Background: an optimization exercise with open tools, aiming at small area. Do not read the settings as production practice. Only simulation tests tie the RTL to the original design; equivalence was not proved.

### design/flow/run.sh
#!/bin/bash
# synth_recipe.tcl (not shown) runs the flow's synth.tcl, then flattens the netlist and writes it again
# the make line also repeats each setting of config.mk as NAME=value (left out here)
make -C /OpenROAD-flow-scripts/flow DESIGN_CONFIG=/design/flow/config.mk WORK_HOME=/design/flow/orfs CLKGATE_MAP_FILE= SYNTH_SCRIPT=/design/flow/synth_recipe.tcl finish
### design/flow/config.mk
export PLATFORM = sky130hd
export DESIGN_NAME = sys_mult
export DESIGN_NICKNAME = sys_mult
export VERILOG_FILES = /design/flow/design.v
export SDC_FILE = /design/flow/constraint.sdc
export NUM_CORES = 4
export LEC_CHECK = 0
export CAP_MARGIN = 20
export CORE_MARGIN = 2
export CORE_UTILIZATION = 40
export SLEW_MARGIN = 20
### design/flow/constraint.sdc
create_clock -name core_clock -period 6.5 [get_ports {clk}]
set_input_delay 1.3000 -clock core_clock [delete_from_list [all_inputs] [get_ports {clk}]]
set_output_delay 1.3000 -clock core_clock [all_outputs]
set_load 0.01 [all_outputs]
### design/flow/design.v
module PE (
    input  signed [7:0]  a,
    input  signed [7:0]  b,
    input                clk,
    input                rst,
    output        [15:0] cell_val,
    output reg signed [7:0] a_out,
    output reg signed [7:0] b_out);
reg signed [15:0] accum;
always @(posedge clk or posedge rst) begin
    if (rst) begin
        accum <= 16'sd0;
        a_out <= 8'sd0;
        b_out <= 8'sd0;
    end else begin
        accum <= accum + a * b;
        a_out <= a;
        b_out <= b;
    end
end
assign cell_val = accum;
endmodule
module sys_mult (
    input  [31:0]  a_in,
    input  [31:0]  b_in,
    input          clk,
    input          rst,
    output [255:0] c_out);
wire signed [7:0] C11_a, C11_b, C12_a, C12_b, C13_a, C13_b, C14_a, C14_b;
wire signed [7:0] C21_a, C21_b, C22_a, C22_b, C23_a, C23_b, C24_a, C24_b;
wire signed [7:0] C31_a, C31_b, C32_a, C32_b, C33_a, C33_b, C34_a, C34_b;
wire signed [7:0] C41_a, C42_a, C43_a, C44_a;  
wire [15:0] comp_array [0:15];
reg  [15:0] ans_memory [0:15];
reg [3:0] count;
always @(posedge clk or posedge rst) begin
    if (rst) begin
        count <= 4'd0;
    end else begin
        if (count <= 4'd10) begin
            count <= count + 4'd1;
        end
    end
end
always @(posedge clk) begin
    if (!rst && count <= 4'd10) begin
        if (count == 4'd4) begin
            ans_memory[0] <= comp_array[0];
        end else if (count == 4'd5) begin
            ans_memory[1] <= comp_array[1];
            ans_memory[4] <= comp_array[4];
        end else if (count == 4'd6) begin
            ans_memory[2] <= comp_array[2];
            ans_memory[5] <= comp_array[5];
            ans_memory[8] <= comp_array[8];
        end else if (count == 4'd7) begin
            ans_memory[3] <= comp_array[3];
            ans_memory[6] <= comp_array[6];
            ans_memory[9] <= comp_array[9];
            ans_memory[12] <= comp_array[12];
        end else if (count == 4'd8) begin
            ans_memory[7] <= comp_array[7];
            ans_memory[10] <= comp_array[10];
            ans_memory[13] <= comp_array[13];
        end else if (count == 4'd9) begin
            ans_memory[11] <= comp_array[11];
            ans_memory[14] <= comp_array[14];
        end else if (count == 4'd10) begin
            ans_memory[15] <= comp_array[15];
        end
    end
end
genvar k;
generate
    for (k = 0; k < 16; k = k + 1) begin : g_out
        assign c_out[16*k +: 16] = ans_memory[k];
    end
endgenerate
PE PE_C11 (.a(a_in[7:0]),   .b(b_in[7:0]),   .clk(clk), .rst(rst), .cell_val(comp_array[0]),  .a_out(C11_a), .b_out(C11_b));
PE PE_C12 (.a(C11_a),       .b(b_in[15:8]),  .clk(clk), .rst(rst), .cell_val(comp_array[1]),  .a_out(C12_a), .b_out(C12_b));
PE PE_C13 (.a(C12_a),       .b(b_in[23:16]), .clk(clk), .rst(rst), .cell_val(comp_array[2]),  .a_out(C13_a), .b_out(C13_b));
PE PE_C14 (.a(C13_a),       .b(b_in[31:24]), .clk(clk), .rst(rst), .cell_val(comp_array[3]),  .a_out(C14_a), .b_out(C14_b));
PE PE_C21 (.a(a_in[15:8]),  .b(C11_b),       .clk(clk), .rst(rst), .cell_val(comp_array[4]),  .a_out(C21_a), .b_out(C21_b));
PE PE_C22 (.a(C21_a),       .b(C12_b),       .clk(clk), .rst(rst), .cell_val(comp_array[5]),  .a_out(C22_a), .b_out(C22_b));
PE PE_C23 (.a(C22_a),       .b(C13_b),       .clk(clk), .rst(rst), .cell_val(comp_array[6]),  .a_out(C23_a), .b_out(C23_b));
PE PE_C24 (.a(C23_a),       .b(C14_b),       .clk(clk), .rst(rst), .cell_val(comp_array[7]),  .a_out(C24_a), .b_out(C24_b));
PE PE_C31 (.a(a_in[23:16]), .b(C21_b),       .clk(clk), .rst(rst), .cell_val(comp_array[8]),  .a_out(C31_a), .b_out(C31_b));
PE PE_C32 (.a(C31_a),       .b(C22_b),       .clk(clk), .rst(rst), .cell_val(comp_array[9]),  .a_out(C32_a), .b_out(C32_b));
PE PE_C33 (.a(C32_a),       .b(C23_b),       .clk(clk), .rst(rst), .cell_val(comp_array[10]), .a_out(C33_a), .b_out(C33_b));
PE PE_C34 (.a(C33_a),       .b(C24_b),       .clk(clk), .rst(rst), .cell_val(comp_array[11]), .a_out(C34_a), .b_out(C34_b));
PE PE_C41 (.a(a_in[31:24]), .b(C31_b),       .clk(clk), .rst(rst), .cell_val(comp_array[12]), .a_out(C41_a), .b_out());
PE PE_C42 (.a(C41_a),       .b(C32_b),       .clk(clk), .rst(rst), .cell_val(comp_array[13]), .a_out(C42_a), .b_out());
PE PE_C43 (.a(C42_a),       .b(C33_b),       .clk(clk), .rst(rst), .cell_val(comp_array[14]), .a_out(C43_a), .b_out());
PE PE_C44 (.a(C43_a),       .b(C34_b),       .clk(clk), .rst(rst), .cell_val(comp_array[15]), .a_out(C44_a), .b_out());
endmodule
==> impl_results.md <==
- Status: complete, no violations
- Biggest register: ans_memory
- Hold path cells: 0
- GP Congestion: 0.855
- Layout cells sized above 1: 0.0395
- Slowest CP cell: clkdlybuf4s50_1
- Num ports: 322
- GR Util met1: 0.249
- ANT cells: 0
- Fin crit period: 5.66 ns
- CTS root buffer: clkbuf_16
- Kind of start point of the critical path: input pin
- Critical path class: in2reg
- Initial DRC Count: between 1000 and 1500
- Commonest cells after routing, fill and taps aside: fa_1 (1136), inv_1 (1135), ha_1 (596)
- Synth warnings: 4
- Most frequent CP cell: fa_1
- Gate Count Post-Synth: 5485
- Seq/Total Area, Yosys: 0.293
- IO Port Bufs: around 320
- Crit path max-delay family: adder cells
- TritonCTS clock tree: built
- GRT Util Overall: 0.186
- Util after Layout: 0.462
- Count of state elements after synthesis: roughly 710
- DP Area: approximately 70000 um2
- CP cell instances: clkdlybuf4s50_1, and2_1, fa_1, fa_1, fa_1, fa_1, ha_1, ha_1, a211o_1, o21ai_0, o21ai_0, a31oi_1, xnor2_1
- Clock buffer depth: 3
- Slack of the critical path: roughly 0.84 ns
- Final instance area: 74300 um2
- Hold WC Path Type: reg2reg
- Row count: 147
- Tcrit/Tclk final: 0.872
- RSZ-0062 raised after global routing: false
- Pin count of the biggest net entering global routing: around 140
- Hold Crit Start: PE_C13.accum[5]
- Total Wirelength: approximately 140000 um
- Drt first pass iters: 5
- GRT Max-Usage Layer: met2
- Core Area: 161000 um2
- Final Hold Vio Count: 0
- Skew final: 0.0230 ns
- Hold_buf cts: 0
- # DRC: 0
- Largest register FFs: 256
- CP Max Fanout: 9
- Reg2reg start: PE_C32.a_out[7]
- H-tree depth: 3
- Post-CTS Setup Bufs: 0
- DRT antenna net count: 0
- Post-CTS sizing: 0
- Synth Area per Inst: 11.8 um2
- Die H: between 400 and 500 um
- Top FF cell, synth: dfrtp_1
- Final Max Slew Viols: 0
- Hold EP: ans_memory[2][5]
- First-pass GRT wire length: 241000 um
- Unique masters post-synth: 56
- Most common cell after layout, fill and taps aside: fa_1
- M2 GR Usage: 0.315
- Full die area: 165000 um2
- Placed insts: 8022
- Ys async rst share: 0.638
- Worst-margin pin slew: ~0.99 ns
- EDFF count, synth: roughly 260
- GR Overflow Total: 0
- Die width: just over 400 um
- Met3 usage: 0.0329
- Initial antenna violation count: 10
- Crit path arrival time: 6.24 ns
- Final setup fails: 0
- Via count: 38800
- NumNets Final: 7750
- Post-Place Worst Slack: 0.164 ns
- CP required: 7.07 ns
- Stages on worst setup path: 13
- Initial cell density of the core: 0.404
- HPWL Detailed: 119000 um
- DR WL/cell: 17.7 um
- Post-Syn Area: 64900 um2
- Vias in the first global route: 43900
- RR Endpoint: PE_C33.accum[15]
- Reg2Reg Setup Slack: 1.15 ns
- R2r worst-path depth: 15
- Crit-path max cell delay: 0.68 ns
- WP buf/inv: 1
- TritonCTS Buffers: 88
- Clock-pin slew on the worst setup and hold paths: 0.06 ns
- Worst Setup End Kind: flip-flop
- Fmax: ~0.18 GHz
- Crit path launch: b_in[1]
- Area delta synth->final: 14.6%
- Syn_nets: 7283
- Non-filler cells, final: 8188
- Clock latency reported for the late side of the worst-skew pair: 0.71 ns
- Max-Cap Viols: 0
- Via density: 4.74
- Slew headroom: 0.339
- Hold_ws: 0.445 ns
- Clock sinks: about 710
## metrics by stage
step,TNS [ns]
floorplan,-464.65
global placement,0
detailed placement,0
CTS,0
global route,0
finish,0
## metal layers
| layer | part of all wire | routed length [um] |
|---|---|---|
| met1 | 0.43 | 62800 |
| met2 | 0.50 | 72100 |
| met3 | 0.043 | 6200 |
| met4 | 0.023 | 3330 |
| met5 | 0.00046 | 67 |
## cells in the mapped netlist (29+ instances only)
library cell     n  area, um2
a21o_1          53        398
a21oi_1         80        400
and2_1         512       3200
dfrtp_1        452      11300
edfxtp_1       256       7690
fa_1          1136      22700
ha_1           596       7460
inv_1         1136       4260
nand2_1        426       1600
nand2b_1        29        181
nor2_1         165        619
o21ai_0         62        310
xnor2_1        269       2360
xor2_1          50        438
## final cells by class
cell class / count / area [um2]
Clock buffer: 115 / 2430
Clock inverter: 51 / 563
Fill cell: 14700 / 86400
Inverter: 1150 / 4320
Multi-Input combinational cell: 3617 / 41600
Sequential cell: 708 / 19000
Tap cell: 2160 / 2700
Timing Repair Buffer: 387 / 3750
## cells by family (layout without fill, tap and decap cells)
kind of cell | count (synthesis) | after routing | share of synthesized area
AO/OA/AOI/OAI | 343 | 343 | 0.0354
XOR/XNOR | 319 | 319 | 0.0431
adder cells (fa/ha/maj) | 1732 | 1732 | 0.465
buffers and inverters | 1160 | 1703 | 0.0671
flip-flops | 708 | 708 | 0.293
multiplexers | 7 | 7 | 0.00112
AND/OR/NAND/NOR | 1216 | 1216 | 0.0951
## worst max path at each step
stage / end / slack (ns)
floorplan: ans_memory[0][0] / -3.09
global placement: PE_C13.accum[14] / 0.23
detailed placement: PE_C13.accum[14] / 0.16
CTS: PE_C13.accum[14] / 0.94
global route: PE_C13.accum[14] / 0.62
finish: PE_C11.accum[15] / 0.84

==> afterwards: timing with drivers on the ports <==
In the flow no input, the clock included, has a driving cell. The finished layout below was timed again as built, in two steps. Step 1 sets driving cells, clkbuf_16 on the clock port and buf_2 on the other inputs (assumed; they add their load-dependent delay and slew). Step 2, shift: input delay + t, output delay - t, t = (earliest + latest rising clock arrival at the registers) / 2. This alone moves slack from input paths to output paths. a / b / c = no drivers / after step 1 / after step 2; a / b = the first two.
t (ns): 0.776
setup slack, ns: 0.835 / 0.878 / 0.103
latest minus earliest clock arrival (ns): 0.027 / 0.027
worst register clock-pin slew, ns: 0.07 / 0.07
worst slew at a driven data input, ns: 0.17
After both steps this run still meets setup and hold. For this run, drivers alone change the setup slack by +0.043 ns; drivers and shift together by -0.732 ns.
